From an optimization exercise on the open Yosys and OpenROAD flow, aimed at a short achievable clock period and few clock cycles; shortcuts taken in it are not production practice.
No run shown here included a check of the RTL's function; only the layout flow was run.
Power and IR drop assume default switching activity.

[flow/flow/run.sh]
#!/bin/bash
# Standard ORFS layout, with repair_timing aiming for a larger setup margin.
set -euo pipefail
bash standard.sh SETUP_SLACK_MARGIN=7.0 finish > standard_flow.log 2>&1
[flow/config.mk]
export PLATFORM = sky130hd
export DESIGN_NAME = cpu
export DESIGN_NICKNAME = cpu
export VERILOG_FILES = /design/flow/design.v
export SDC_FILE = /design/flow/constraint.sdc
export NUM_CORES = 4
export LEC_CHECK = 0
export ABC_CLOCK_PERIOD_IN_PS = 3000
export CAP_MARGIN = 20
export CORE_MARGIN = 2
export CORE_UTILIZATION = 40
export SETUP_SLACK_MARGIN = 5
export SLEW_MARGIN = 20
[flow/constraint.sdc]
create_clock -name core_clock -period 10.0 [get_ports {clk}]
set_input_delay 2.0000 -clock core_clock [delete_from_list [all_inputs] [get_ports {clk}]]
set_output_delay 2.0000 -clock core_clock [all_outputs]
set_load 0.01 [all_outputs]
[flow/standard.sh]
#!/bin/bash
# synth_recipe.tcl (not shown) runs the flow's synth.tcl, then flattens the netlist and writes it again
# the make line also repeats each setting of config.mk as NAME=value (left out here)
make -C /OpenROAD-flow-scripts/flow DESIGN_CONFIG=/design/flow/config.mk WORK_HOME=/design/flow/orfs CLKGATE_MAP_FILE= SYNTH_SCRIPT=/design/flow/synth_recipe.tcl "${@:-finish}"
[flow/design.v]
package definesPkg;
   parameter BTB_BITS = 5;
endpackage
module add16
(
   input  [15:0] a,
   input  [15:0] b,
   input         cin,
   output [15:0] s
);
   wire [15:0] g0 = a & b;
   wire [15:0] p0 = a ^ b;
   logic [15:0] g [0:4];
   logic [15:0] p [0:4];
   always_comb begin
      g[0] = g0;
      p[0] = p0;
      g[0][0] = g0[0] | (p0[0] & cin);
      p[0][0] = 1'b0;
      for (int k = 0; k < 4; k++) begin
         g[k+1] = g[k];
         p[k+1] = p[k];
         for (int i = (1 << k); i < 16; i++) begin
            g[k+1][i] = g[k][i] | (p[k][i] & g[k][i-(1<<k)]);
            p[k+1][i] = p[k][i] & p[k][i-(1<<k)];
         end
      end
   end
   assign s = p0 ^ {g[4][14:0], cin};
endmodule
import definesPkg::*;
module cpu
(
   input clk,
   input reset,
   output [15:0] o_pc_addr,
   output o_pc_rd,
   input [15:0] i_pc_rddata,
   output [15:0] o_ldst_addr,
   output o_ldst_rd,
   output o_ldst_wr,
   input [15:0] i_ldst_rddata,
   output [15:0] o_ldst_wrdata,
   output [127:0] o_tb_regs
);
   localparam NB = 1 << BTB_BITS;
   localparam TW = 15 - BTB_BITS;    
   localparam PT = 4;                
   logic [15:0] pc;
   logic [15:0] pcb;              
   logic [15:0] rf [0:7];
   logic        N, Z;
   logic        d_valid;
   logic [15:0] d_pc;
   logic        d_bok;            
   logic [TW-1:0] d_btag;         
   logic        d_fall;           
   logic        x_valid;
   logic [15:0] x_a, x_b;         
   logic [10:0] x_hi;             
   logic        x_ah, x_al;       
   logic        x_lk;             
   logic        x_bm;             
   logic [15:0] x_imm;            
   logic        x_sub, x_setf, x_wr, x_ld;
   logic [2:0]  x_rd;
   logic        x_br, x_breg, x_call, x_ret;
   logic [1:0]  x_cond;           
   logic [15:0] x_jreg, x_pc, x_pc2, x_pred;
   logic        x_eqf;            
   logic        x_ptok;           
   logic        x_z0, x_o1;       
   logic [15:0] m_addr, m_wdata;
   logic        m_rd, m_wr;
   logic        w_ld;
   logic [2:0]  w_rd;
   logic [NB-1:0] bt_v, bt_ret, bt_call;
   logic [TW-1:0] bt_tag [0:NB-1];
   logic [15:0]   bt_tgt [0:NB-1];
   logic [15:0]   rar;
   logic          u_we, u_set, u_ret, u_call;
   logic [BTB_BITS-1:0] u_idx;
   logic [TW-1:0] u_tag;
   logic [15:0]   u_tgt;
   assign o_pc_addr = pc;
   assign o_pc_rd = 1'b1;
   assign o_ldst_addr = m_addr;
   assign o_ldst_wrdata = m_wdata;
   assign o_ldst_rd = m_rd;
   assign o_ldst_wr = m_wr;
   logic [127:0] tb_regs;
   assign o_tb_regs = tb_regs;
   wire [15:0] in1 = (x_a & {{8{x_ah}}, {8{x_al}}}) | (x_pc2 & {16{x_lk}});
   wire [15:0] in2 = ((x_b ^ {16{x_sub}}) & {16{x_bm}}) | x_imm;
   wire [15:0] sum;
   add16 alu (.a(in1), .b(in2), .cin(x_sub), .s(sum));
   logic taken;
   always_comb begin
      case (x_cond)
         2'd0: taken = x_br;
         2'd1: taken = x_br & Z;
         2'd2: taken = x_br & N;
         default: taken = 1'b0;
      endcase
   end
   wire [15:0] x_tgt;
   add16 tgt_add (.a(x_pc2), .b({{4{x_hi[10]}}, x_hi, 1'b0}), .cin(1'b0), .s(x_tgt));
   wire [15:0] actual = taken ? (x_breg ? x_jreg : x_tgt) : x_pc2;
   wire        eq_r = (x_jreg == x_pred);
   wire        skip = x_valid & taken & ~x_breg & x_o1 & x_eqf & d_valid & d_fall;
   wire        mp = x_valid & ~skip &
                    (taken ? ~(x_breg ? eq_r : (x_ptok | (x_z0 & x_eqf))) : ~x_eqf);
   wire [BTB_BITS-1:0] ridx = pcb[BTB_BITS:1];
   wire        hit = bt_v[ridx] & (bt_tag[ridx][PT-1:0] == pcb[BTB_BITS+PT:BTB_BITS+1]);
   wire [15:0] pc2;
   add16 pc_inc (.a(pc), .b(16'd2), .cin(1'b0), .s(pc2));
   wire [15:0] pred_next = hit ? (bt_ret[ridx] ? rar : bt_tgt[ridx]) : pc2;
   wire [15:0] instr = i_pc_rddata;
   wire [4:0]  op = instr[4:0];
   wire [2:0]  rx = instr[7:5];
   wire [2:0]  ry = instr[10:8];
   wire [15:0] d_pc2;
   add16 dpc_inc (.a(d_pc), .b(16'd2), .cin(1'b0), .s(d_pc2));
   logic use_x, use_y;
   always_comb begin
      case (op)
         5'b00001, 5'b00010, 5'b00011, 5'b00101,
         5'b10001, 5'b10010, 5'b10011, 5'b10110,
         5'b01000, 5'b01001, 5'b01010, 5'b01100: use_x = 1'b1;
         default: use_x = 1'b0;
      endcase
      case (op)
         5'b00000, 5'b00001, 5'b00010, 5'b00011, 5'b00100, 5'b00101: use_y = 1'b1;
         default: use_y = 1'b0;
      endcase
   end
   logic [15:0] va, vb;
   always_comb begin
      if (x_valid & x_wr & (x_rd == rx)) va = sum;
      else if (w_ld & (w_rd == rx)) va = i_ldst_rddata;
      else va = rf[rx];
      if (x_valid & x_wr & (x_rd == ry)) vb = sum;
      else if (w_ld & (w_rd == ry)) vb = i_ldst_rddata;
      else vb = rf[ry];
   end
   wire stall = d_valid & x_valid & x_ld & ~skip &
                ((use_x & (x_rd == rx)) | (use_y & (x_rd == ry)));
   wire go = d_valid & ~stall & ~mp & ~skip;
   wire [15:0] s8 = {{8{instr[15]}}, instr[15:8]};
   logic n_ah, n_al, n_lk, n_bm;
   logic [15:0] n_imm;
   logic n_sub, n_setf, n_wr, n_ld, n_st, n_br, n_breg, n_call, n_ret;
   logic [1:0] n_cond;
   logic [2:0] n_rd;
   always_comb begin
      n_ah = 1'b0; n_al = 1'b0; n_lk = 1'b0; n_bm = 1'b0; n_imm = 16'd0;
      n_sub = 1'b0; n_setf = 1'b0; n_wr = 1'b0; n_ld = 1'b0; n_st = 1'b0;
      n_br = 1'b0; n_breg = 1'b0; n_call = 1'b0; n_ret = 1'b0; n_cond = 2'd3;
      n_rd = rx;
      case (op)
         5'b00000: begin n_bm = 1'b1; n_wr = 1'b1; end                                  
         5'b00001: begin n_ah = 1'b1; n_al = 1'b1; n_bm = 1'b1; n_wr = 1'b1; n_setf = 1'b1; end  
         5'b00010: begin n_ah = 1'b1; n_al = 1'b1; n_bm = 1'b1; n_wr = 1'b1; n_setf = 1'b1; n_sub = 1'b1; end  
         5'b00011: begin n_ah = 1'b1; n_al = 1'b1; n_bm = 1'b1; n_setf = 1'b1; n_sub = 1'b1; end  
         5'b00100: begin n_ld = 1'b1; end                                              
         5'b00101: begin n_st = 1'b1; end                                              
         5'b10000: begin n_imm = s8; n_wr = 1'b1; end                                  
         5'b10001: begin n_ah = 1'b1; n_al = 1'b1; n_imm = s8; n_wr = 1'b1; n_setf = 1'b1; end  
         5'b10010: begin n_ah = 1'b1; n_al = 1'b1; n_imm = ~s8; n_wr = 1'b1; n_setf = 1'b1; n_sub = 1'b1; end  
         5'b10011: begin n_ah = 1'b1; n_al = 1'b1; n_imm = ~s8; n_setf = 1'b1; n_sub = 1'b1; end  
         5'b10110: begin n_al = 1'b1; n_imm = {instr[15:8], 8'd0}; n_wr = 1'b1; end    
         5'b01000: begin n_br = 1'b1; n_breg = 1'b1; n_cond = 2'd0; n_ret = (rx == 3'd7); end  
         5'b01001: begin n_br = 1'b1; n_breg = 1'b1; n_cond = 2'd1; n_ret = (rx == 3'd7); end  
         5'b01010: begin n_br = 1'b1; n_breg = 1'b1; n_cond = 2'd2; n_ret = (rx == 3'd7); end  
         5'b01100: begin n_br = 1'b1; n_breg = 1'b1; n_cond = 2'd0; n_call = 1'b1;             
                         n_lk = 1'b1; n_wr = 1'b1; n_rd = 3'd7; end
         5'b11000: begin n_br = 1'b1; n_cond = 2'd0; end                               
         5'b11001: begin n_br = 1'b1; n_cond = 2'd1; end                               
         5'b11010: begin n_br = 1'b1; n_cond = 2'd2; end                               
         5'b11100: begin n_br = 1'b1; n_cond = 2'd0; n_call = 1'b1;                     
                         n_lk = 1'b1; n_wr = 1'b1; n_rd = 3'd7; end
         default: ;
      endcase
   end
   always_ff @(posedge clk or posedge reset) begin
      if (reset) begin
         d_valid <= 1'b0;
         x_valid <= 1'b0;
         m_wr <= 1'b0;
         w_ld <= 1'b0;
         N <= 1'b0;
         Z <= 1'b0;
         bt_v <= '0;
         u_we <= 1'b0;
         rar <= 16'd0;
      end else begin
         if (mp & x_call) rar <= x_pc2;
         else if (!mp & hit & bt_call[ridx]) rar <= pc2;
         d_valid <= ~mp & ~stall;
         x_valid <= go;
         m_wr <= go & n_st;
         w_ld <= x_valid & x_ld;
         if (x_valid & x_setf) begin
            N <= sum[15];
            Z <= (sum == 16'd0);
         end
         u_we <= mp | skip;
         if (u_we) bt_v[u_idx] <= u_set;
      end
   end
   wire [15:0] pc_next = mp ? actual : (stall ? d_pc : pred_next);
   always_ff @(posedge clk) begin
      if (reset) begin
         pc <= 16'd0;
         m_rd <= 1'b0;
      end else begin
         pc <= pc_next;
         m_rd <= go & n_ld;
      end
   end
   always_ff @(posedge clk or posedge reset)
      if (reset) pcb <= 16'd0;
      else pcb <= pc_next;
   always_ff @(posedge clk) begin
      if (!mp & !stall) begin
         d_pc <= pc;
         d_bok <= hit & ~bt_ret[ridx];
         d_btag <= bt_tag[ridx];
         d_fall <= ~hit;
      end
      x_ptok <= d_bok & (d_btag == d_pc[15:BTB_BITS+1]);
      x_z0 <= (instr[15:5] == 11'd0);
      x_o1 <= (instr[15:5] == 11'd1);
      x_a <= va;
      x_b <= vb;
      x_hi <= instr[15:5];
      x_ah <= n_ah;
      x_al <= n_al;
      x_lk <= n_lk;
      x_bm <= n_bm;
      x_imm <= n_imm;
      x_sub <= n_sub;
      x_setf <= n_setf;
      x_wr <= n_wr;
      x_ld <= n_ld;
      x_rd <= n_rd;
      x_br <= n_br;
      x_breg <= n_breg;
      x_call <= n_call;
      x_ret <= n_ret;
      x_cond <= n_cond;
      x_jreg <= va;
      x_pc <= d_pc;
      x_pc2 <= d_pc2;
      x_pred <= pc;
      m_addr <= vb;
      m_wdata <= va;
      w_rd <= x_rd;
      x_eqf <= (d_pc2 == pc);
      u_set <= taken;
      u_idx <= x_pc[BTB_BITS:1];
      u_tag <= x_pc[15:BTB_BITS+1];
      u_tgt <= actual;
      u_ret <= x_ret;
      u_call <= x_call;
      if (u_we & u_set) begin
         bt_tag[u_idx] <= u_tag;
         bt_tgt[u_idx] <= u_tgt;
         bt_ret[u_idx] <= u_ret;
         bt_call[u_idx] <= u_call;
      end
   end
   always_ff @(posedge clk)
      tb_regs <= {rf[7], rf[6], rf[5], rf[4], rf[3], rf[2], rf[1], rf[0]};
   always_ff @(posedge clk) begin
      if (reset) begin
         rf[0] <= 16'hCAFE; rf[1] <= 16'hBADD; rf[2] <= 16'hCAFE; rf[3] <= 16'hBADD;
         rf[4] <= 16'hCAFE; rf[5] <= 16'hBADD; rf[6] <= 16'hCAFE; rf[7] <= 16'hBADD;
      end else begin
         if (w_ld) rf[w_rd] <= i_ldst_rddata;
         if (x_valid & x_wr) rf[x_rd] <= sum;
      end
   end
endmodule
==> impl_metrics.tcl, run 1 <==
set metrics [dict create \
    leakagePower_uw 0.02472 \
    drt-initial-drc-count 4449 \
    clock-sinks 1423 \
    async_reset_ff_frac 0.04498 \
    clk_latency_ns 0.81 \
    dp_hpwl_um 101700 \
    crit_path_start_kind "flip-flop" \
    place.port_buffers 211 \
    ys.flop_type "edfxtp_1" \
    htree_num_levels 4 \
    synth_area_leaders "edfxtp_1 (55%), mux4_2 (11%), dfxtp_1 (11%)" \
    numCtsBuffers 148 \
    synth_seq_cells 1423 \
    rsz0062_at_grt "yes" \
    vdd_ir_drop_max_mv 0.1874 \
    track_usage 0.2406 \
    crit_arrival_ns 4.64 \
    finalCriticalPeriod_ns 3.939 \
    cap_violations 0 \
    fmax_ghz 0.2538 \
    via_per_inst 5.909 \
    cts_max_path_buffers 3 \
    hold_buffers 0 \
    final_area_um2 71980 \
    final_cell_mix "edfxtp_1 (1052), mux4_2 (289), o21ai_0 (192)" \
    seq_power_share 0.430 \
    setup_violations 0 \
    synth_edf_count 1052 \
    endpoint_kind "flip-flop" \
    outcome "timing/DRC/antenna clean" \
    syn_nets 3733 \
    finalCritPeriodShare 0.3939 \
    place_inst 5611 \
    antenna_found_initial 8 \
    fp.dieW_um 384.1 \
    p_switching_uw 6048 \
    fill_cells 11810 \
    relSlewSlack 0.2579 \
    multi_input_area_um2 19330 \
    busiest_layer "met2" \
    syn_inst 3658 \
    grt_overflow_total 0 \
    yosysWarningCount 4 \
    comb_power_share 0.276 \
    final_common_cell "edfxtp_1" \
    post-place-ws_ns 3.635 \
    cts-root-buf "clkbuf_16" \
    die_area_um2 147500 \
    die_h_um 384.1 \
    met3_usage 0.03770 \
    path_clk_slew_ns 0.06 \
    hp-class "reg2reg" \
    finClkSkew_ns 0.04983 \
    hold_violations 0 \
    grt_pass1_wl_um 254500 \
    powerDensity_nw_per_um2 260.3 \
    p_total_uw 18740 \
    setup_ws_ns 6.061 \
    grt_max_degree 67 \
    start_util 0.4027 \
    swShare 0.3228 \
    internal_power_uw 12690 \
    critical_path_class "reg2reg" \
    grt_pass1_vias 34660 \
    pin_count 213 \
    nNetsFinal 4159 \
    area_growth_pct 24.57 \
    wl_per_cell_um 29.74 \
    cp_max_fo 6 \
    core_um2 143500 \
    synth_area_um2 57780 \
    drc 0 \
    gp_congestion 0.8585 \
    yosysUniqueCellTypes 76 \
    syn_area_per_cell_um2 15.80 \
    via_count 36120 \
    ant_nets 0 \
    clockPowerShare 0.294 \
    grtUsageMet1 0.3378 \
    seq_area_um2 39620 \
    tightest_slew_ns 1.105 \
    reg2reg_slack_ns 6.06 \
    wirelength_um 181800 \
    yosysSeqAreaShare 0.6808 \
    dr.pass1.iters 6 \
    placementRows 139 \
    required_ns 10.70 \
    synth_top_area_frac 0.5467 \
    tns_ns 0 \
    slew_viol_final 0 \
    drive_gt1_frac 0.3657 \
    synth.largest_area_cell "edfxtp_1" \
    cts_tree "done" \
    grtUsageMet2 0.3821 \
    dpl_cell_area_um2 62930 \
    final_cells 6112 \
]
==> power groups by stage <==
stage / Clock (uW) / Combinational, uW / Sequential (uW)
floorplan: 0 / 3130 / 7750
global placement: 0 / 4110 / 8200
detailed placement: 0 / 4120 / 8220
CTS: 5580 / 4920 / 8030
global route: 5790 / 5460 / 8120
finish: 5510 / 5180 / 8050
==> per-layer routing <==
layer | vias up | share of wire
met5 | - | 0.00015
met4 | 4 | 0.034
met3 | 336 | 0.084
met2 | 1852 | 0.47
met1 | 18800 | 0.41
li1 | 15120 | -
==> logic make-up after synthesis <==
group,share of synthesized area
compound gates,0.05957
xor+xnor,0.01986
mux,0.1534
flops,0.6808
other cells,0.00006490
simple gates,0.05628
buf+inv,0.02072
fa+ha+maj,0.009268
==> critical path: stages (launching register included) <==
cell and delay (ns):
dfrtp_4 0.48, buf_12 0.16, buf_16 0.15, mux4_2 0.44, mux2_4 0.30, o22ai_4 0.26, nor3_2 0.07, or3b_4 0.38
or4_4 0.57, mux2_4 0.32, mux2_4 0.26, mux2_4 0.28, and2_4 0.15
==> cells in the mapped netlist, types with 5 or more instances <==
| cell | instances |
|---|---|
| a211oi_1 | 17 |
| a21o_1 | 27 |
| a21oi_1 | 138 |
| a221oi_1 | 12 |
| a22o_1 | 19 |
| a22oi_1 | 11 |
| a31oi_1 | 9 |
| and2_1 | 16 |
| and3_1 | 12 |
| buf_1 | 35 |
| buf_2 | 39 |
| buf_4 | 8 |
| clkbuf_1 | 158 |
| dfrtp_1 | 64 |
| dfxtp_1 | 307 |
| edfxtp_1 | 1052 |
| ha_1 | 38 |
| inv_1 | 40 |
| mux2_2 | 49 |
| mux2i_1 | 167 |
| mux4_1 | 7 |
| mux4_2 | 286 |
| nand2_1 | 181 |
| nand2b_1 | 17 |
| nand3_1 | 107 |
| nand3b_1 | 6 |
| nand4_1 | 21 |
| nor2_1 | 147 |
| nor2b_1 | 24 |
| nor3_1 | 119 |
| nor3b_1 | 8 |
| nor4_1 | 6 |
| o211ai_1 | 9 |
| o21a_1 | 14 |
| o21ai_0 | 259 |
| o22ai_1 | 12 |
| or3_1 | 5 |
| xnor2_1 | 84 |
| xor2_1 | 47 |
==> registers in the layout, summed over array words and instances (netlist names), 5 cells and up, named ones only <==
register	cells
bt_call	32
m_addr	16
pcb	9
u_tag	10
x_pc	15
rf	128
o_tb_regs	128
u_idx	5
x_pred	16
bt_ret	32
x_hi	11
x_imm	16
m_wdata	16
x_pc2	16
bt_tgt	512
bt_tag	320
d_btag	10
pc	15
u_tgt	16
bt_v	32
rar	16
d_pc	16
==> cell type report <==
cell class | instances | area share
flip-flops and latches | 1423 | 0.5504
multi-input cells | 1955 | 0.2686
repair buffers | 513 | 0.07760
clock buffers | 209 | 0.05914
well taps | 1903 | 0.03308
clock inverters | 60 | 0.008309
inverters | 41 | 0.002468
repair inverters | 2 | 0.0002086
diodes | 6 | 0.0002086
==> through the flow <==
step | util | hold slack [ns]
floorplan | - | 0.3096
global placement | 0.4386 | 0.3137
detailed placement | 0.4386 | 0.3146
CTS | 0.4919 | 0.3017
global route | 0.5016 | 0.3120
finish | 0.5017 | 0.2995
==> worst paths after layout <==
path | endpoint | cells past startpoint | startpoint
setup reg to reg | pc[9] | 12 | pcb[1]
hold / removal | u_idx[0] | 0 | x_pc[1]
setup / recovery | pc[9] | 12 | pcb[1]
min in group asynchronous | rar[14] | 3 | reset
max in group asynchronous | pcb[2] | 4 | reset
hold reg to reg | u_idx[0] | 0 | x_pc[1]
==> what timing repair did <==
item / 4_1_cts / 5_1_grt
pin swaps: 58 / 59
cloned: 23 / 10
resized for setup: 1228 / 200
setup endpoints to repair: 902 / 635
hold endpoints to repair: 0 / 0
setup buffers: 151 / 41
==> inputs of run 2 (changes only) <==
--- a/flow/design.v
+++ b/flow/design.v
@@ -48,6 +48,7 @@
    localparam PT = 4;                
    logic [15:0] pc;
    logic [15:0] pcb;              
+   logic [15:0] pco;              
    logic [15:0] rf [0:7];
    logic        N, Z;
    logic        d_valid;
@@ -55,6 +56,8 @@
    logic        d_bok;            
    logic [TW-1:0] d_btag;         
    logic        d_fall;           
+   logic        d_hold;           
+   logic [15:0] d_ir;
    logic        x_valid;
    logic [15:0] x_a, x_b;         
    logic [10:0] x_hi;             
@@ -82,7 +85,7 @@
    logic [BTB_BITS-1:0] u_idx;
    logic [TW-1:0] u_tag;
    logic [15:0]   u_tgt;
-   assign o_pc_addr = pc;
+   assign o_pc_addr = pco;
    assign o_pc_rd = 1'b1;
    assign o_ldst_addr = m_addr;
    assign o_ldst_wrdata = m_wdata;
@@ -115,7 +118,7 @@
    wire [15:0] pc2;
    add16 pc_inc (.a(pc), .b(16'd2), .cin(1'b0), .s(pc2));
    wire [15:0] pred_next = hit ? (bt_ret[ridx] ? rar : bt_tgt[ridx]) : pc2;
-   wire [15:0] instr = i_pc_rddata;
+   wire [15:0] instr = d_hold ? d_ir : i_pc_rddata;
    wire [4:0]  op = instr[4:0];
    wire [2:0]  rx = instr[7:5];
    wire [2:0]  ry = instr[10:8];
@@ -185,6 +188,7 @@
    always_ff @(posedge clk or posedge reset) begin
       if (reset) begin
          d_valid <= 1'b0;
+         d_hold <= 1'b0;
          x_valid <= 1'b0;
          m_wr <= 1'b0;
          w_ld <= 1'b0;
@@ -196,7 +200,15 @@
       end else begin
          if (mp & x_call) rar <= x_pc2;
          else if (!mp & hit & bt_call[ridx]) rar <= pc2;
-         d_valid <= ~mp & ~stall;
+         if (mp | skip) begin
+            d_valid <= ~mp;
+            d_hold <= 1'b0;
+         end else if (stall) begin
+            d_hold <= 1'b1;
+         end else begin
+            d_valid <= 1'b1;
+            d_hold <= 1'b0;
+         end
          x_valid <= go;
          m_wr <= go & n_st;
          w_ld <= x_valid & x_ld;
@@ -208,7 +220,7 @@
          if (u_we) bt_v[u_idx] <= u_set;
       end
    end
-   wire [15:0] pc_next = mp ? actual : (stall ? d_pc : pred_next);
+   wire [15:0] pc_next = mp ? actual : (stall ? pc : pred_next);
    always_ff @(posedge clk) begin
       if (reset) begin
          pc <= 16'd0;
@@ -219,9 +231,15 @@
       end
    end
    always_ff @(posedge clk or posedge reset)
-      if (reset) pcb <= 16'd0;
-      else pcb <= pc_next;
+      if (reset) begin
+         pcb <= 16'hFFFE;
+         pco <= 16'd0;
+      end else begin
+         pcb <= pc_next;
+         pco <= pc_next;
+      end
    always_ff @(posedge clk) begin
+      if (stall) d_ir <= instr;
       if (!mp & !stall) begin
          d_pc <= pc;
          d_bok <= hit & ~bt_ret[ridx];
--- a/flow/config.mk
+++ b/flow/config.mk
@@ -5,7 +5,7 @@
 export SDC_FILE = /design/flow/constraint.sdc
 export NUM_CORES = 4
 export LEC_CHECK = 0
-export ABC_CLOCK_PERIOD_IN_PS = 3000
+export ABC_CLOCK_PERIOD_IN_PS = 1000
 export CAP_MARGIN = 20
 export CORE_MARGIN = 2
 export CORE_UTILIZATION = 40
==> run 2 against run 1 <==
Effect of this change:
- still clean on timing, DRC and antenna
- register-to-register slack better by 0.29 ns
- final cell count up 4.1%
- final area up 5.1%
- sequential power up 3.9%
- count of clock-buffer cells in the layout up 15
- combinational power up 11%
- synthesized area up 2.5%
- maximum frequency up 7.3%
- via count up 6.2%
- global-route usage up 1.3 points
- clock power up 6.7%
- critical endpoint is now d_pc[1]
==> impl_metrics.tcl, run 2 <==
set metrics [dict create \
    leakagePower_uw 0.02633 \
    crit_chain "buf_6, mux2i_4, a21oi_2, a221oi_2, a21oi_2, or4b_4, buf_12, nand2_8, clkinvlp_4, buf_6, buf_16" \
    via_per_inst 6.030 \
    relSlewSlack 0.1593 \
    finalCritPeriodShare 0.3672 \
    tns_ns 0 \
    nNetsFinal 4369 \
    fp.dieW_um 388.8 \
    async_reset_ff_frac 0.05563 \
    numCtsBuffers 154 \
    path_clk_slew_ns 0.06 \
    area_growth_pct 27.74 \
    critPathMaxStageDelay_ns 0.61 \
    path_delay_family "buffers and inverters" \
    via_count 38370 \
    outcome "timing/DRC/antenna clean" \
    dp_hpwl_um 108700 \
    hold_depth 0 \
    grt_pass1_wl_um 275100 \
    final_common_cell "edfxtp_1" \
    wirelength_um 196900 \
    critical_path_class "in2reg" \
    fmax_ghz 0.2724 \
    yosysUniqueCellTypes 89 \
    seq_area_um2 40520 \
    dr.pass1.iters 6 \
    yosysMostFrequentCell "edfxtp_1" \
    synth_area_leaders "edfxtp_1 (54%), mux4_2 (11%), dfxtp_1 (10%)" \
    endpoint_kind "flip-flop" \
    drt-initial-drc-count 4875 \
    rr_startpoint "pcb[2]" \
    setup_violations 0 \
    holdWs_ns 0.2914 \
    min_to "u_idx[0]" \
    cts_max_path_buffers 3 \
    die_area_um2 151200 \
    ant_nets 0 \
    final_cell_mix "edfxtp_1 (1068), mux4_2 (289), buf_4 (197)" \
    regMostFlops "bt_tgt" \
    largest_register_ff_count 512 \
    grt_max_degree 72 \
    cts-root-buf "clkbuf_16" \
    clock-sinks 1456 \
    wl_per_cell_um 30.94 \
    rsz0062_at_grt "yes" \
    core_um2 147300 \
    crit_path_start_kind "input pin" \
    crit_arrival_ns 4.22 \
    syn_inst 3789 \
    hold_buffers 0 \
    worst-path-buf-inv 5 \
    pin_count 213 \
    antenna_found_initial 8 \
    die_h_um 388.8 \
    tightest_slew_ns 1.259 \
    r2r_end "pc[5]" \
    p_total_uw 20000 \
    place.port_buffers 211 \
    clk_latency_ns 0.81 \
    synthTopCellsByCount "edfxtp_1 (1068), dfxtp_1 (307), mux4_2 (289)" \
    synth.largest_area_cell "edfxtp_1" \
    slew_viol_final 0 \
    grt_overflow_total 0 \
    gp_congestion 0.9098 \
    drive_gt1_frac 0.3954 \
    finClkSkew_ns 0.07767 \
    synth_area_um2 59240 \
    worstRegToRegCells 11 \
    synth_top_area_frac 0.5414 \
    start_util 0.4021 \
    powerDensity_nw_per_um2 264.3 \
    fill_cells 11870 \
    track_usage 0.2540 \
    reg2reg_slack_ns 6.35 \
    hp-class "reg2reg" \
    ys.flop_type "edfxtp_1" \
    synth_seq_cells 1456 \
    vdd_ir_drop_max_mv 0.1498 \
    cap_violations 0 \
    cp_max_fo 6 \
    drc 0 \
    syn_nets 3863 \
    cts_tree "done" \
    slowest_stage "or4b_4" \
    finalCriticalPeriod_ns 3.672 \
    multi_input_area_um2 20330 \
    yosysSeqAreaShare 0.6796 \
    htree_num_levels 4 \
    yosysWarningCount 4 \
    grt_pass1_vias 36870 \
    synth_edf_count 1068 \
    placementRows 141 \
    syn_area_per_cell_um2 15.63 \
    hold_violations 0 \
    required_ns 10.55 \
    hp-start "x_pc[1]" \
    top_regs "bt_tgt: 512 flops, bt_tag: 320 flops" \
]
run 2: changes by cell type in the layout (fill, tap and decap cells not counted), sizes merged, moves of 17 or more:
cell and delta:
o21ai -74, buf +67, mux2i -56, nand2 +41, o211ai +40, nand3 +35
inv +23, nand4 +22, xor2 +20, mux2 +17
run 2: cell families after synthesis:
family	synth area share
buffers and inverters	0.02334
other	0.00006331
muxes	0.1417
xor gates and xnor gates	0.02011
AOI/OAI and AO/OA	0.06127
adders and majority gates	0.008829
DFF	0.6796
and+or+nand+nor	0.06514
run 2: final cells by class:
class                           instances  share of cell area
Sequential cell                      1456              0.5355
Multi-Input combinational cell       2030              0.2686
Timing Repair Buffer                  580             0.08884
Clock buffer                          224             0.05933
Tap cell                             1930             0.03191
Clock inverter                         65             0.01053
Inverter                               66            0.004183
Timing Repair inverter                  7           0.0009590
Antenna cell                            5           0.0001653
run 2: worst max-delay path by stage:
stage | from | depth (start not counted) | end | slack [ns]
after global routing | pcb[2] | 12 | rar[4] | 6.26
after floorplan | i_pc_rddata[2] | 11 | pc[10] | 5.69
after detailed placement | i_pc_rddata[6] | 12 | pco[3] | 4.07
after CTS | pcb[2] | 11 | rar[4] | 6.33
after global placement | i_pc_rddata[9] | 12 | pco[3] | 4.04
final | i_pc_rddata[4] | 11 | d_pc[1] | 6.33
run 2: worst register-to-register path: cells and delay by family, from the launching register on:
family                 cells  cell delay [ns]
multiplexers               3             1.04
flip-flops                 1             0.68
AO/OA/AOI/OAI              2             0.54
AND/OR/NAND/NOR            3             0.40
buffers and inverters      3             0.91
run 2: metal layers:
| layer | up-vias | routed length [um] | GRT usage |
|---|---|---|---|
| met5 | - | 0 | 0 |
| met4 | 0 | 9430 | 0.1063 |
| met3 | 465 | 19200 | 0.04939 |
| met2 | 2224 | 90710 | 0.3955 |
| met1 | 19820 | 77530 | 0.3496 |
| li1 | 15860 | - | - |
run 2: repair_timing:
| action | CTS | global route |
|---|---|---|
| pin swaps | 105 | 96 |
| buffers inserted | 198 | 55 |
| setup endpoints to repair | 908 | 635 |
| cloned | 47 | 6 |
| resized for setup | 1392 | 260 |
run 2: metrics by stage:
step	instances	util	setup slack (ns)	area (um2)
2_1_floorplan	3789	-	5.685	60890
3_3_place_gp	5763	0.4370	4.041	64380
3_5_place_dp	5763	0.4371	4.073	64390
4_1_cts	6297	0.5026	6.329	74040
5_1_grt	6363	0.5137	6.256	75670
6_report	6363	0.5137	6.328	75670
run 2: power by group:
group          internal [uW]  switching [uW]
clock                   3390            2480
sequential              7430             935
combinational           2540            3220
total                  13400            6630
==> inputs of run 3 (changes only) <==
--- a/flow/design.v
+++ b/flow/design.v
@@ -1,5 +1,5 @@
 package definesPkg;
-   parameter BTB_BITS = 5;
+   parameter BTB_BITS = 4;
 endpackage
 module add16
 (
==> run 3 against run 2 <==
Effect of this change:
- critical path depth up 1
- sequential power fell by 31%
- sequential share of layout area down 3.3 points
- combinational power fell by 37%
- final area is 29% lower
- maximum frequency fell by 1.8%
- synthesized cell count fell by 22%
- clock power down 34%
- power decreased by 34%
- routed wire length fell by 27%
- register-to-register slack gained 0.11 ns
==> impl_metrics.tcl, run 3 <==
set metrics [dict create \
    startpoint "i_pc_rddata[4]" \
    wl_per_cell_um 29.47 \
    muxShareOfSynthArea 0.1217 \
    synth_area_um2 41280 \
    yosysUniqueCellTypes 85 \
    post-route-util 0.5292 \
    post-place-ws_ns 4.065 \
    core_um2 102000 \
    drt-initial-drc-count 3878 \
    required_ns 10.59 \
    die_h_um 325.2 \
    clk_latency_ns 0.70 \
    grt_pass1_wl_um 201800 \
    crit_path_start_kind "input pin" \
    cts_max_path_buffers 3 \
    dp_hpwl_um 84910 \
    cp_max_fo 5 \
    finalCriticalPeriod_ns 3.740 \
    grt_pass1_vias 28090 \
    placementRows 117 \
    internal_power_uw 8899 \
    endpoint_kind "flip-flop" \
    nNetsFinal 3471 \
    track_usage 0.2628 \
    fmax_ghz 0.2674 \
    syn_nets 3012 \
    hold_buffers 0 \
    ys.flop_type "edfxtp_1" \
    ant_nets 0 \
    syn_inst 2937 \
    synth_seq_cells 1008 \
    synth_area_leaders "edfxtp_1 (46%), dfxtp_1 (15%), mux4_2 (9.3%)" \
    cap_violations 0 \
    die_area_um2 105800 \
    fp.dieW_um 325.2 \
    wirelength_um 143000 \
    via_count 29130 \
    swShare 0.3280 \
    seq_power_share 0.433 \
    start_util 0.4046 \
    setup_violations 0 \
    yosysMostFrequentCell "edfxtp_1" \
    p_switching_uw 4344 \
    holdWs_ns 0.3288 \
    top_regs "bt_tgt: 256 flops, bt_tag: 176 flops" \
    largest_register_ff_count 256 \
    synth_edf_count 637 \
    area_growth_pct 30.81 \
    rr_startpoint "pcb[1]" \
    synth_top_family_by_area "multiplexers" \
    tightest_slew_ns 1.128 \
    yosysSeqAreaShare 0.6513 \
    worstRegToRegCells 9 \
    cts-root-buf "clkbuf_16" \
    async_reset_ff_frac 0.06349 \
    synthSimpleGateAreaFrac 0.08056 \
    path_clk_slew_ns 0.06 \
    synth_compound_area_frac 0.08050 \
    drc 0 \
    synthTopCellsByCount "edfxtp_1 (637), dfxtp_1 (307), nand2_1 (235)" \
    final_common_cell "edfxtp_1" \
    regMostFlops "bt_tgt" \
    clockPowerShare 0.294 \
    finClkSkew_ns 0.01948 \
    leakagePower_uw 0.01946 \
    reg2reg_slack_ns 6.46 \
    htree_num_levels 3 \
    finalCritPeriodShare 0.3740 \
    tns_ns 0 \
    synth-xor-area-share 0.02755 \
    syn_area_per_cell_um2 14.06 \
    antenna_found_initial 5 \
    hp-class "reg2reg" \
    place.port_buffers 211 \
    via_per_inst 6.000 \
    relSlewSlack 0.2473 \
    critical_path_class "in2reg" \
    crit_end "pc[15]" \
    r2r_end "pco[15]" \
    yosysWarningCount 4 \
    pin_count 213 \
    grt_max_degree 66 \
    numCtsBuffers 103 \
    outcome "timing/DRC/antenna clean" \
    drive_gt1_frac 0.3874 \
    cts_tree "done" \
    final_cell_mix "edfxtp_1 (637), buf_6 (201), nand2_1 (191)" \
    synth_top_area_frac 0.4634 \
    dr.pass1.iters 7 \
    setup_ws_ns 6.260 \
    hold_depth 0 \
    grt_overflow_total 0 \
    vdd_ir_drop_max_mv 0.1570 \
    crit_arrival_ns 4.33 \
    synth.largest_area_cell "edfxtp_1" \
    synth_adder_area_share 0.01297 \
    slew_viol_final 0 \
    powerDensity_nw_per_um2 245.3 \
    rsz0062_at_grt "yes" \
    gp_congestion 0.9393 \
    clock-sinks 1008 \
    comb_power_share 0.273 \
    hold_violations 0 \
]
## run 3: power by group through the flow
stage | Sequential (uW) | Combinational (uW) | Clock (uW)
2_1_floorplan | 5470 | 2000 | 0
3_3_place_gp | 5820 | 2750 | 0
3_5_place_dp | 5840 | 2770 | 0
4_1_cts | 5720 | 3380 | 3920
5_1_grt | 5780 | 3810 | 4110
6_report | 5730 | 3620 | 3890
## run 3: layer usage
layer | up-vias | part of all wire | GRT usage | wire length [um]
met5 | - | 0 | 0 | 0
met4 | 0 | 0.035 | 0.08343 | 4999
met3 | 309 | 0.12 | 0.07885 | 17530
met2 | 1888 | 0.45 | 0.4001 | 64630
met1 | 14780 | 0.39 | 0.3610 | 55870
li1 | 12150 | - | - | -
## run 3: what timing repair did
action	4_1_cts	5_1_grt
setup buffers	185	57
endpoints found under the setup margin	594	549
pin swaps	102	71
resized for setup	1399	249
gates cloned	40	3
## run 3: worst min-delay path by stage
| stage | start | endpoint | slack, ns |
|---|---|---|---|
| after global placement | x_pc[2] | u_idx[1] | 0.32 |
| after CTS | x_pc[8] | u_tag[3] | 0.33 |
| after floorplan | x_pc[1] | u_idx[0] | 0.31 |
| after global routing | x_pc[2] | u_idx[1] | 0.33 |
| final | x_pc[2] | u_idx[1] | 0.33 |
| after detailed placement | x_pc[10] | u_tag[5] | 0.31 |
## run 3: kinds of logic (layout without fill, tap and decap cells)
| kind of cell | count (synthesis) | in the layout |
|---|---|---|
| compound gates | 534 | 535 |
| xor+xnor | 129 | 129 |
| fa+ha+maj | 41 | 41 |
| buf+inv | 250 | 787 |
| flops | 1008 | 1008 |
| mux | 267 | 267 |
| other cells | 1 | 2 |
| simple gates | 707 | 717 |
## run 3: cell type report
cell class                 count  area [um2]
inverter                      54       277.8
timing repair inverter         4       56.30
antenna                        1       2.502
clock buffer                 152        3014
fill                        8322       48040
sequential                  1008       27150
tap                         1368        1712
clock inverter                42       426.7
multi-input combinational   1690       15400
timing repair buffer         535        5963
## run 3: critical path: stages
cell and delay (ns):
buf_6 0.09, mux2_4 0.29, o211ai_1 0.21, o2111ai_1 0.14, a211o_1 0.25, a221o_2 0.41, buf_12 0.17, buf_8 0.12
buf_8 0.12, o211ai_1 0.19, a211oi_1 0.08, a31o_2 0.24
## run 3: metrics by stage
stage | std cells | power [uW] | cell area [um2]
5_1_grt | 4854 | 13700 | 54000
3_3_place_gp | 4372 | 8570 | 45260
4_1_cts | 4793 | 13020 | 52510
6_report | 4854 | 13240 | 54000
2_1_floorplan | 2937 | 7473 | 42150
3_5_place_dp | 4374 | 8614 | 45290
==> inputs of run 4 (changes only) <==
--- a/flow/design.v
+++ b/flow/design.v
@@ -1,5 +1,5 @@
 package definesPkg;
-   parameter BTB_BITS = 4;
+   parameter BTB_BITS = 5;
 endpackage
 module add16
 (
@@ -47,7 +47,7 @@
    localparam TW = 15 - BTB_BITS;    
    localparam PT = 4;                
    logic [15:0] pc;
-   logic [15:0] pcb;              
+   logic [NB-1:0] oh;             
    logic [15:0] pco;              
    logic [15:0] rf [0:7];
    logic        N, Z;
@@ -113,11 +113,29 @@
    wire        skip = x_valid & taken & ~x_breg & x_o1 & x_eqf & d_valid & d_fall;
    wire        mp = x_valid & ~skip &
                     (taken ? ~(x_breg ? eq_r : (x_ptok | (x_z0 & x_eqf))) : ~x_eqf);
-   wire [BTB_BITS-1:0] ridx = pcb[BTB_BITS:1];
-   wire        hit = bt_v[ridx] & (bt_tag[ridx][PT-1:0] == pcb[BTB_BITS+PT:BTB_BITS+1]);
+   logic [15:0]   s_tgt;
+   logic [TW-1:0] s_tag;
+   logic          s_v, s_ret, s_call;
+   always_comb begin
+      s_tgt = '0; s_tag = '0; s_v = 1'b0; s_ret = 1'b0; s_call = 1'b0;
+      for (int i = 0; i < NB; i++) begin
+         s_tgt = s_tgt | (bt_tgt[i] & {16{oh[i]}});
+         s_tag = s_tag | (bt_tag[i] & {TW{oh[i]}});
+         s_v = s_v | (bt_v[i] & oh[i]);
+         s_ret = s_ret | (bt_ret[i] & oh[i]);
+         s_call = s_call | (bt_call[i] & oh[i]);
+      end
+   end
+   wire        hit = s_v & (s_tag[PT-1:0] == pc[BTB_BITS+PT:BTB_BITS+1]);
    wire [15:0] pc2;
    add16 pc_inc (.a(pc), .b(16'd2), .cin(1'b0), .s(pc2));
-   wire [15:0] pred_next = hit ? (bt_ret[ridx] ? rar : bt_tgt[ridx]) : pc2;
+   wire [15:0] pred_next = hit ? (s_ret ? rar : s_tgt) : pc2;
+   function automatic [NB-1:0] onehot(input [BTB_BITS-1:0] i);
+      onehot = '0;
+      onehot[i] = 1'b1;
+   endfunction
+   wire [NB-1:0] oh_pred = hit ? (s_ret ? onehot(rar[BTB_BITS:1]) : onehot(s_tgt[BTB_BITS:1]))
+                               : {oh[NB-2:0], oh[NB-1]};
    wire [15:0] instr = d_hold ? d_ir : i_pc_rddata;
    wire [4:0]  op = instr[4:0];
    wire [2:0]  rx = instr[7:5];
@@ -199,7 +217,7 @@
          rar <= 16'd0;
       end else begin
          if (mp & x_call) rar <= x_pc2;
-         else if (!mp & hit & bt_call[ridx]) rar <= pc2;
+         else if (!mp & hit & s_call) rar <= pc2;
          if (mp | skip) begin
             d_valid <= ~mp;
             d_hold <= 1'b0;
@@ -231,19 +249,19 @@
       end
    end
    always_ff @(posedge clk or posedge reset)
-      if (reset) begin
-         pcb <= 16'hFFFE;
-         pco <= 16'd0;
-      end else begin
-         pcb <= pc_next;
-         pco <= pc_next;
-      end
+      if (reset) pco <= 16'd0;
+      else pco <= pc_next;
+   always_ff @(posedge clk) begin
+      if (reset) oh <= onehot('0);
+      else if (mp) oh <= onehot(actual[BTB_BITS:1]);
+      else if (!stall) oh <= oh_pred;
+   end
    always_ff @(posedge clk) begin
       if (stall) d_ir <= instr;
       if (!mp & !stall) begin
          d_pc <= pc;
-         d_bok <= hit & ~bt_ret[ridx];
-         d_btag <= bt_tag[ridx];
+         d_bok <= hit & ~s_ret;
+         d_btag <= s_tag;
          d_fall <= ~hit;
       end
       x_ptok <= d_bok & (d_btag == d_pc[15:BTB_BITS+1]);
==> run 4 against run 3 <==
Effect of this change:
- die area grew 41%
- largest cell class unchanged
- highest routed layer is now met5
- critical path depth shrank 11
- largest power group unchanged
- sequential share of layout area rose by 3.8 points
- register-to-register slack gained 0.06 ns
- clock skew grew 0.076 ns
==> impl_metrics.tcl, run 4 <==
set metrics [dict create \
    powerDensity_nw_per_um2 249.5 \
    clock-sinks 1479 \
    outcome "timing/DRC/antenna clean" \
    p_switching_uw 6303 \
    tns_ns 0 \
    crit_chain "buf_6" \
    die_area_um2 149500 \
    yosysUniqueCellTypes 92 \
    leakagePower_uw 0.02657 \
    endpoint_kind "output port" \
    placementRows 140 \
    cts-root-buf "clkbuf_16" \
    syn_inst 4438 \
    finalCritPeriodShare 0.3531 \
    synth_edf_count 1068 \
    via_count 45510 \
    worst-path-buf-inv 1 \
    seq_power_share 0.448 \
    top_regs "bt_tgt: 512 flops, bt_tag: 320 flops" \
    yosysWarningCount 4 \
    synthTopCellsByCount "edfxtp_1 (1068), nand2_1 (481), a22oi_1 (353)" \
    crit_path_start_kind "flip-flop" \
    track_usage 0.3136 \
    die_h_um 386.7 \
    area_growth_pct 29.47 \
    hp-start "x_pc[5]" \
    yosysMostFrequentCell "edfxtp_1" \
    dr.pass1.iters 9 \
    finalCriticalPeriod_ns 3.531 \
    critical_path_class "reg2out" \
    dp_hpwl_um 134000 \
    numCtsBuffers 156 \
    crit_arrival_ns 1.53 \
    nNetsFinal 5037 \
    regMostFlops "bt_tgt" \
    async_reset_ff_frac 0.04868 \
    start_util 0.4024 \
    synth_area_um2 58570 \
    synth_area_leaders "edfxtp_1 (55%), dfxtp_1 (12%), a22oi_1 (4.5%)" \
    critPathMaxStageDelay_ns 0.52 \
    wirelength_um 245000 \
    place_inst 6379 \
    setup_violations 0 \
    clk_latency_ns 0.84 \
    internal_power_uw 12620 \
    largest_register_ff_count 512 \
    hp-class "reg2reg" \
    vdd_ir_drop_max_mv 0.1762 \
    startpoint "pco[1]" \
    finClkSkew_ns 0.09581 \
    final_cells 7015 \
    pin_count 213 \
    final_common_cell "edfxtp_1" \
    required_ns 8.00 \
    swShare 0.3332 \
    syn_nets 4517 \
    synth_seq_cells 1479 \
    htree_num_levels 4 \
    rsz0062_at_grt "yes" \
    synth_top_area_frac 0.5476 \
    fp.dieW_um 386.7 \
    cp_max_fo 1 \
    drt-initial-drc-count 7734 \
    wl_per_cell_um 34.92 \
    hold_violations 0 \
    drc 0 \
    antenna_found_initial 12 \
    final_cell_mix "edfxtp_1 (1068), nand2_1 (439), a22oi_1 (334)" \
    grt_max_degree 71 \
    cts_tree "done" \
    via_per_inst 6.488 \
    drive_gt1_frac 0.2956 \
    path_clk_slew_ns 0.06 \
    tightest_slew_ns 1.143 \
    grt_overflow_total 0 \
    rr_startpoint "x_sub" \
    ant_nets 0 \
    grt_pass1_vias 42040 \
    syn_area_per_cell_um2 13.20 \
    fmax_ghz 0.2832 \
    post-route-util 0.5209 \
    place.port_buffers 211 \
    slew_viol_final 0 \
    slowest_stage "dfrtp_2" \
    cap_violations 0 \
    grt_pass1_wl_um 331500 \
    cts_max_path_buffers 3 \
    synth.largest_area_cell "edfxtp_1" \
    yosysSeqAreaShare 0.6942 \
    relSlewSlack 0.2370 \
    gp_congestion 0.9423 \
    core_um2 145600 \
    ys.flop_type "edfxtp_1" \
    comb_power_share 0.234 \
    path_delay_family "flip-flops" \
    clockPowerShare 0.318 \
]
run 4: path summary, 6_finish.rpt:
kind | end | slack [ns] | depth (start not counted)
worst max register to register | Z | 6.52 | 14
worst max-delay path | o_pc_addr[1] | 6.47 | 1
worst min-delay path | u_idx[4] | 0.32 | 0
min in group asynchronous | pco[3] | 1.42 | 3
worst min register to register | u_idx[4] | 0.32 | 0
max in group asynchronous | bt_v[25] | 8.23 | 3
run 4: cells by family (layout without fill, tap and decap cells):
group                    after synthesis  after routing  share of synthesized area
flip-flops                          1479           1479                     0.6942
AND/OR/NAND/NOR                     1230           1239                     0.1013
AO/OA/AOI/OAI                       1075           1075                     0.1294
buffers and inverters                368           1012                    0.02487
XOR/XNOR                             141            141                    0.02147
multiplexers                          99             99                    0.01876
adder cells (fa/ha/maj)               45             45                   0.009997
other                                  1              8                 0.00006402
run 4: per-layer routing:
layer / wire length [um] / vias up / part of all wire / track usage
met5: 69 / - / 0.00028 / 0
met4: 16570 / 10 / 0.068 / 0.1711
met3: 31580 / 844 / 0.13 / 0.08062
met2: 108300 / 3686 / 0.44 / 0.4785
met1: 88430 / 22760 / 0.36 / 0.4091
li1: - / 18210 / - / -
run 4: power by group through the flow:
| stage | clock (uW) | sequential, uW | combinational, uW |
|---|---|---|---|
| after floorplan | 0 | 8020 | 1950 |
| after CTS | 6030 | 8400 | 3960 |
| after global routing | 6280 | 8500 | 4580 |
| final | 6020 | 8470 | 4430 |
| after detailed placement | 0 | 8520 | 3110 |
| after global placement | 0 | 8510 | 3090 |
run 4: layout make-up:
| type | instances | area, um2 |
|---|---|---|
| antenna | 7 | 17.52 |
| clock buffer | 217 | 4507 |
| clock inverter | 74 | 893.4 |
| fill | 11990 | 69730 |
| inverter | 63 | 337.8 |
| multi-input combinational | 2600 | 19260 |
| sequential | 1479 | 40980 |
| tap | 1917 | 2399 |
| timing repair buffer | 653 | 7358 |
| timing repair inverter | 5 | 81.33 |
run 4: what timing repair did:
action	in CTS	in global routing
gates resized for setup	1449	280
pin swaps	146	99
hold buffers	0	0
buffers inserted	228	59
setup endpoints to repair	1043	621
gates cloned	34	16
run 4: per-stage QoR:
| stage | instance area [um2] | setup slack, ns | total power, uW | hold WS, ns |
|---|---|---|---|---|
| after CTS | 73770 | 6.451 | 18400 | 0.3239 |
| after detailed placement | 63630 | 4.082 | 11620 | 0.3121 |
| after floorplan | 59610 | 5.667 | 9968 | 0.3096 |
| final | 75830 | 6.469 | 18920 | 0.3250 |
| after global placement | 63620 | 4.055 | 11600 | 0.3158 |
| after global routing | 75810 | 6.458 | 19360 | 0.3270 |
==> inputs of run 5 (changes only) <==
--- a/flow/design.v
+++ b/flow/design.v
@@ -66,6 +66,7 @@
    logic        x_bm;             
    logic [15:0] x_imm;            
    logic        x_sub, x_setf, x_wr, x_ld;
+   logic [7:0]  x_ldoh;           
    logic [2:0]  x_rd;
    logic        x_br, x_breg, x_call, x_ret;
    logic [1:0]  x_cond;           
@@ -164,8 +165,7 @@
       else if (w_ld & (w_rd == ry)) vb = i_ldst_rddata;
       else vb = rf[ry];
    end
-   wire stall = d_valid & x_valid & x_ld & ~skip &
-                ((use_x & (x_rd == rx)) | (use_y & (x_rd == ry)));
+   wire stall = d_valid & ~skip & ((use_x & x_ldoh[rx]) | (use_y & x_ldoh[ry]));
    wire go = d_valid & ~stall & ~mp & ~skip;
    wire [15:0] s8 = {{8{instr[15]}}, instr[15:8]};
    logic n_ah, n_al, n_lk, n_bm;
@@ -257,8 +257,8 @@
       else if (!stall) oh <= oh_pred;
    end
    always_ff @(posedge clk) begin
-      if (stall) d_ir <= instr;
-      if (!mp & !stall) begin
+      if (!d_hold) d_ir <= i_pc_rddata;
+      if (!stall) begin
          d_pc <= pc;
          d_bok <= hit & ~s_ret;
          d_btag <= s_tag;
@@ -279,6 +279,7 @@
       x_setf <= n_setf;
       x_wr <= n_wr;
       x_ld <= n_ld;
+      x_ldoh <= (go & n_ld) ? (8'd1 << rx) : 8'd0;
       x_rd <= n_rd;
       x_br <= n_br;
       x_breg <= n_breg;
--- a/flow/config.mk
+++ b/flow/config.mk
@@ -9,5 +9,7 @@
 export CAP_MARGIN = 20
 export CORE_MARGIN = 2
 export CORE_UTILIZATION = 40
+export CTS_CLUSTER_DIAMETER = 100
+export CTS_CLUSTER_SIZE = 24
 export SETUP_SLACK_MARGIN = 5
 export SLEW_MARGIN = 20
==> run 5 against run 4 <==
Effect of this change:
- power up 4.1%
- clock power down 42%
- sequential power up 0.8%
- die area up 0.45%
- final cell count down 1.2%
- maximum frequency down 5.7%
- global-route usage up 0.21 points
- first-iteration DRC count down 3.7%
- final area down 2.5%
- critical endpoint is now pc[9]
- largest power group unchanged
==> impl_metrics.tcl, run 5 <==
set metrics [dict create \
    grt_overflow_total 0 \
    syn_inst 4507 \
    largest_register_ff_count 512 \
    place.port_buffers 211 \
    tns_ns 0 \
    async_reset_ff_frac 0.04878 \
    clk_latency_ns 0.75 \
    finalCritPeriodShare 0.3744 \
    rr_startpoint "oh[4]" \
    top_regs "bt_tgt: 512 flops, bt_tag: 320 flops" \
    finClkSkew_ns 0.06615 \
    regMostFlops "bt_tgt" \
    grt_pass1_wl_um 335400 \
    clock-sinks 1476 \
    seq_area_um2 40770 \
    grt_pass1_vias 42020 \
    track_usage 0.3157 \
    via_count 45390 \
    synth_area_leaders "edfxtp_1 (54%), dfxtp_1 (12%), a22oi_1 (4.5%)" \
    numCtsBuffers 73 \
    yosysMostFrequentCell "edfxtp_1" \
    nNetsFinal 5029 \
    tightest_slew_ns 1.326 \
    leakagePower_uw 0.02565 \
    grtUsageMet1 0.4207 \
    synth_area_um2 58840 \
    met3_usage 0.09112 \
    syn_nets 4586 \
    final_area_um2 73910 \
    final_common_cell "edfxtp_1" \
    pin_count 213 \
    hp-class "reg2reg" \
    required_ns 10.62 \
    ys.flop_type "edfxtp_1" \
    setup_violations 0 \
    slew_viol_final 0 \
    cp_max_fo 10 \
    cts_tree "done" \
    drt-initial-drc-count 7444 \
    critical_path_class "in2reg" \
    wl_per_cell_um 35.60 \
    hold_buffers 0 \
    synth.largest_area_cell "edfxtp_1" \
    post-route-util 0.5065 \
    multi_input_area_um2 20530 \
    synth_seq_cells 1476 \
    holdWs_ns 0.3327 \
    area_growth_pct 25.62 \
    rsz0062_at_grt "yes" \
    yosysSeqAreaShare 0.6873 \
    busiest_layer "met2" \
    finalCriticalPeriod_ns 3.744 \
    antenna_found_initial 9 \
    dp_hpwl_um 138600 \
    hold_violations 0 \
    start_util 0.4032 \
    htree_num_levels 3 \
    dr.pass1.iters 9 \
    fill_cells 12210 \
    grtUsageMet2 0.4764 \
    yosysWarningCount 4 \
    core_um2 145900 \
    fmax_ghz 0.2671 \
    vdd_ir_drop_max_mv 0.1964 \
    cts-root-buf "clkbuf_16" \
    crit_arrival_ns 4.37 \
    crit_chain "buf_8, mux2i_4, buf_12, buf_8, nor3_4, a21oi_2, a32oi_2, o32ai_2, and2_4, buf_12, inv_16, or3_1, o221a_4, and2_1" \
    yosysUniqueCellTypes 88 \
    cts_max_path_buffers 3 \
    critPathMaxStageDelay_ns 0.33 \
    ant_nets 0 \
    slowest_stage "o32ai_2" \
    cap_violations 0 \
    synth_edf_count 1052 \
    crit_path_start_kind "input pin" \
    fp.dieW_um 387.5 \
    synthTopCellsByCount "edfxtp_1 (1052), nand2_1 (439), dfxtp_1 (352)" \
    drive_gt1_frac 0.3043 \
    gp_congestion 0.9573 \
    relSlewSlack 0.1142 \
    place_inst 6443 \
    die_area_um2 150200 \
    drc 0 \
    final_cells 6929 \
    wirelength_um 246700 \
    startpoint "i_pc_rddata[8]" \
    die_h_um 387.5 \
    dpl_cell_area_um2 64240 \
    via_per_inst 6.551 \
    grt_max_degree 67 \
    powerDensity_nw_per_um2 266.4 \
    syn_area_per_cell_um2 13.05 \
    placementRows 140 \
    outcome "timing/DRC/antenna clean" \
    synth_top_area_frac 0.5369 \
    endpoint_kind "flip-flop" \
    hp-start "x_ret" \
    final_cell_mix "edfxtp_1 (1052), nand2_1 (389), a22oi_1 (342)" \
    path_clk_slew_ns 0.10 \
]
run 5: changes by cell type after synthesis, sizes merged, moves of 13 or more:
cell and change:
nand2 -41, nor2 +49, o211ai -40, mux2i +24, a211oi +23, a221oi +15
a31oi -17, clkbuf +22, a21oi +20, edfxtp -16, dfxtp +13
run 5: what timing repair did:
action / CTS / global route
gates resized for setup: 1539 / 321
setup endpoints to repair: 1073 / 620
pin swaps: 149 / 81
buffers inserted: 221 / 63
gates cloned: 53 / 11
run 5: routing by layer:
metal | up-vias | wire (um)
met5 | - | 41
met4 | 6 | 14490
met3 | 797 | 34600
met2 | 3589 | 107500
met1 | 22790 | 90040
li1 | 18210 | -
run 5: path summary, 6_finish.rpt:
path                             to  slack [ns]  cells after the start
max                           pc[9]        6.26                     14
min                           u_ret        0.33                      0
max reg2reg                   oh[7]        6.36                     12
min reg2reg                   u_ret        0.33                      0
max in group asynchronous  bt_v[12]        7.93                      3
min in group asynchronous    d_hold        1.56                      3
run 5: report_power, final:
group | switching (uW) | leakage [uW] | internal [uW]
sequential | 1090 | 0.0134 | 7460
clock | 2050 | 0.00105 | 1440
combinational | 4800 | 0.0112 | 2870
run 5: stage by stage:
step           total power, uW  setup WS (ns)
2_1_floorplan            11230          6.078
3_3_place_gp             13880          3.621
3_5_place_dp             13930          3.585
4_1_cts                  18830          6.414
5_1_grt                  20130          6.249
6_report                 19690          6.256
run 5: critical path, delay by kind of cell:
| family | cells | cell delay, ns |
|---|---|---|
| buf+inv | 5 | 0.56 |
| compound gates | 4 | 0.79 |
| simple gates | 4 | 0.83 |
| mux | 1 | 0.18 |
run 5: cell type report:
type                       instances  share of cell area
clock inverter                    13            0.002742
tap                             1917             0.03245
clock buffer                     121             0.02729
antenna                            3           0.0001016
multi-input combinational       2669              0.2777
timing repair buffer             662              0.1014
sequential                      1476              0.5515
timing repair inverter            12            0.002116
inverter                          56            0.004621
run 5: logic make-up (layout without fill, tap and decap cells):
group / Yosys count / after routing / share of synthesized area
AO/OA/AOI/OAI: 1077 / 1077 / 0.1286
XOR/XNOR: 138 / 138 / 0.02054
adder cells (fa/ha/maj): 45 / 45 / 0.009952
buffers and inverters: 371 / 864 / 0.02514
flip-flops: 1476 / 1476 / 0.6873
multiplexers: 131 / 131 / 0.02352
other: 1 / 4 / 0.00006374
AND/OR/NAND/NOR: 1268 / 1277 / 0.1048
==> inputs of run 6 (changes only) <==
--- a/flow/config.mk
+++ b/flow/config.mk
@@ -9,7 +9,5 @@
 export CAP_MARGIN = 20
 export CORE_MARGIN = 2
 export CORE_UTILIZATION = 40
-export CTS_CLUSTER_DIAMETER = 100
-export CTS_CLUSTER_SIZE = 24
 export SETUP_SLACK_MARGIN = 5
 export SLEW_MARGIN = 20
==> run 6 against run 5 <==
Effect of this change:
- largest cell class unchanged
- sequential power about the same
- setup slack improved by 0.10 ns
- clock skew increased by 0.0093 ns
- first-iteration DRC count increased by 1.8%
- global-route usage about the same
- utilization increased by 1.9 points
- combinational power increased by 0.7%
- clock power increased by 72%
- count of clock-buffer cells in the layout increased by 100
- synthesized area unchanged
- worst hold slack got worse by 0.027 ns
==> impl_metrics.tcl, run 6 <==
set metrics [dict create \
    via_count 45920 \
    drive_gt1_frac 0.3160 \
    synth.largest_area_cell "edfxtp_1" \
    hold_violations 0 \
    dp_hpwl_um 138600 \
    fmax_ghz 0.2745 \
    clk_latency_ns 0.81 \
    yosysSeqAreaShare 0.6873 \
    tns_ns 0 \
    top_regs "bt_tgt: 512 flops, bt_tag: 320 flops" \
    synthTopCellsByCount "edfxtp_1 (1052), nand2_1 (439), dfxtp_1 (352)" \
    cpMostUsedCell "buf_12" \
    final_common_cell "edfxtp_1" \
    nNetsFinal 5090 \
    holdWs_ns 0.3057 \
    synth_edf_count 1052 \
    grtUsageMet2 0.4770 \
    syn_nets 4586 \
    grtUsageMet1 0.4175 \
    vdd_ir_drop_max_mv 0.1740 \
    area_growth_pct 30.22 \
    busiest_layer "met2" \
    required_ns 10.67 \
    drc 0 \
    tightest_slew_ns 1.214 \
    core_um2 145900 \
    fp.dieW_um 387.5 \
    critPathMaxStageDelay_ns 0.28 \
    place.port_buffers 211 \
    wl_per_cell_um 35.00 \
    wirelength_um 247200 \
    gp_congestion 0.9573 \
    setup_violations 0 \
    dpl_cell_area_um2 64240 \
    dr.pass1.iters 7 \
    slowest_stage "a32oi_2" \
    crit_arrival_ns 4.31 \
    syn_inst 4507 \
    reg2reg_slack_ns 6.51 \
    relSlewSlack 0.1845 \
    finalCriticalPeriod_ns 3.643 \
    outcome "timing/DRC/antenna clean" \
    final_area_um2 76620 \
    track_usage 0.3159 \
    placementRows 140 \
    start_util 0.4032 \
    cp_max_fo 8 \
    drt-initial-drc-count 7578 \
    crit_path_start_kind "input pin" \
    endpoint_kind "flip-flop" \
    ant_nets 0 \
    path_clk_slew_ns 0.06 \
    syn_area_per_cell_um2 13.05 \
    crit_chain "buf_8, mux2i_4, buf_12, clkinvlp_4, buf_12, nor2_4, a21oi_2, a32oi_2, o32ai_2, and2_4, nand2_4, buf_12, clkinv_8, a221oi_2, a211oi_1" \
    yosysMostFrequentCell "edfxtp_1" \
    finClkSkew_ns 0.07549 \
    htree_num_levels 4 \
    numCtsBuffers 154 \
    met3_usage 0.09082 \
    grt_max_degree 68 \
    cts_tree "done" \
    grt_pass1_wl_um 335700 \
    synth_area_leaders "edfxtp_1 (54%), dfxtp_1 (12%), a22oi_1 (4.5%)" \
    final_cell_mix "edfxtp_1 (1052), nand2_1 (409), a22oi_1 (343)" \
    die_area_um2 150200 \
    die_h_um 387.5 \
    antenna_found_initial 11 \
    synth_area_um2 58840 \
    finalCritPeriodShare 0.3643 \
    yosysUniqueCellTypes 88 \
    cap_violations 0 \
    leakagePower_uw 0.02704 \
    rsz0062_at_grt "yes" \
    synth_top_area_frac 0.5369 \
    hold_buffers 0 \
    async_reset_ff_frac 0.04878 \
    regMostFlops "bt_tgt" \
    cts_max_path_buffers 3 \
    clock-sinks 1476 \
    pin_count 213 \
    synth_seq_cells 1476 \
    grt_overflow_total 0 \
    powerDensity_nw_per_um2 290.6 \
    via_per_inst 6.502 \
    critical_path_class "in2reg" \
    grt_pass1_vias 42680 \
    slew_viol_final 0 \
    yosysWarningCount 4 \
    ys.flop_type "edfxtp_1" \
    hp-class "reg2reg" \
    cts-root-buf "clkbuf_16" \
    largest_register_ff_count 512 \
]
==> run 6: cell counts after synthesis <==
Identical to the previous run, type by type.
==> run 6: logic make-up (layout without fill, tap and decap cells) <==
logic type                 count (synthesis)  after routing  share of synthesized area
other                                      1              5                 0.00006374
DFF                                     1476           1476                     0.6873
AOI/OAI and AO/OA                       1077           1077                     0.1286
muxes                                    131            131                    0.02352
and+or+nand+nor                         1268           1276                     0.1048
buffers and inverters                    371            998                    0.02514
xor gates and xnor gates                 138            138                    0.02054
adders and majority gates                 45             45                   0.009952
==> run 6: worst max-delay path, delay by kind of cell <==
family	cells	cell delay [ns]
compound gates	5	0.81
buf+inv	6	0.84
simple gates	3	0.44
mux	1	0.18
==> run 6: final timing paths <==
| kind | endpoint | cells after the start | startpoint |
|---|---|---|---|
| max reg2reg | oh[16] | 12 | oh[13] |
| max | oh[16] | 15 | i_pc_rddata[8] |
| max in group asynchronous | u_we | 3 | reset |
| min | u_ret | 0 | x_ret |
| min reg2reg | u_ret | 0 | x_ret |
| min in group asynchronous | d_hold | 3 | reset |
==> run 6: metrics by stage <==
step,setup slack [ns],cells,util,power [uW]
3_3_place_gp,3.621,6442,0.4402,13880
6_report,6.357,7063,0.5251,22260
5_1_grt,6.351,7059,0.5250,22730
3_5_place_dp,3.585,6443,0.4403,13930
4_1_cts,6.525,6992,0.5096,21390
2_1_floorplan,6.078,4507,-,11230
==> run 6: layout make-up <==
type	count	area (um2)
Timing Repair inverter	10	133.9
Clock inverter	66	888.4
Inverter	56	345.3
Clock buffer	221	4492
Sequential cell	1476	40770
Fill cell	11890	69300
Antenna cell	4	10.01
Multi-Input combinational cell	2668	20320
Timing Repair Buffer	645	7258
Tap cell	1917	2399
==> run 6: timing repair <==
| item | 4_1_cts | 5_1_grt |
|---|---|---|
| setup buffers | 220 | 50 |
| pin swaps | 114 | 98 |
| setup endpoints to repair | 1051 | 570 |
| resized for setup | 1448 | 306 |
| gates cloned | 42 | 17 |
==> run 6: metal layers <==
metal / share of wire / routed length (um) / vias to the layer above
met1: 0.36 / 90170 / 22960
met5: 0.00043 / 106 / -
met4: 0.061 / 15150 / 12
met2: 0.44 / 107900 / 3714
met3: 0.14 / 33820 / 841
li1: - / - / 18400
==> run 6: power breakdown <==
part | internal, uW | switching [uW] | leakage [uW]
sequential | 7470 | 1080 | 0.0134
clock | 3460 | 2540 | 0.00262
combinational | 2890 | 4820 | 0.0111
total | 13800 | 8440 | 0.0270

[static timing again, ports no longer ideal]
No port has a modelled driver above. Below, the same layouts with a new extraction and two added sets of constraints. Step 1 assumes that a clkbuf_16 drives the clock port and a buf_2 every other input. Step 2 adds t to the input delays and takes it off the output delays; t is the mean of the earliest and latest rising clock arrival at the registers after step 1. Input paths then give back, and output paths get back, about the clock's delay inside the block. Three values: no drivers, after step 1, after step 2; two values: the first two.
run	t (ns)	setup slack, ns	hold slack, ns	latest minus earliest clock arrival (ns)
run 1	0.857	6.061 / 6.061 / 5.784	0.300 / 0.300 / 0.300	0.050 / 0.050
run 2	0.843	6.328 / 6.353 / 5.517	0.291 / 0.291 / 0.291	0.080 / 0.080
run 3	0.752	6.260 / 6.276 / 5.524	0.329 / 0.329 / 0.329	0.027 / 0.027
run 4	0.875	6.469 / 6.384 / 5.663	0.325 / 0.325 / 0.325	0.097 / 0.097
run 5	0.795	6.256 / 6.289 / 5.494	0.333 / 0.333 / 0.333	0.074 / 0.074
run 6	0.868	6.357 / 6.398 / 5.530	0.306 / 0.306 / 0.306	0.077 / 0.076
After both steps every run listed still meets setup and hold. The setup slack of run 6, which loses most, moves by +0.041 ns with the drivers and by -0.827 ns with both steps.
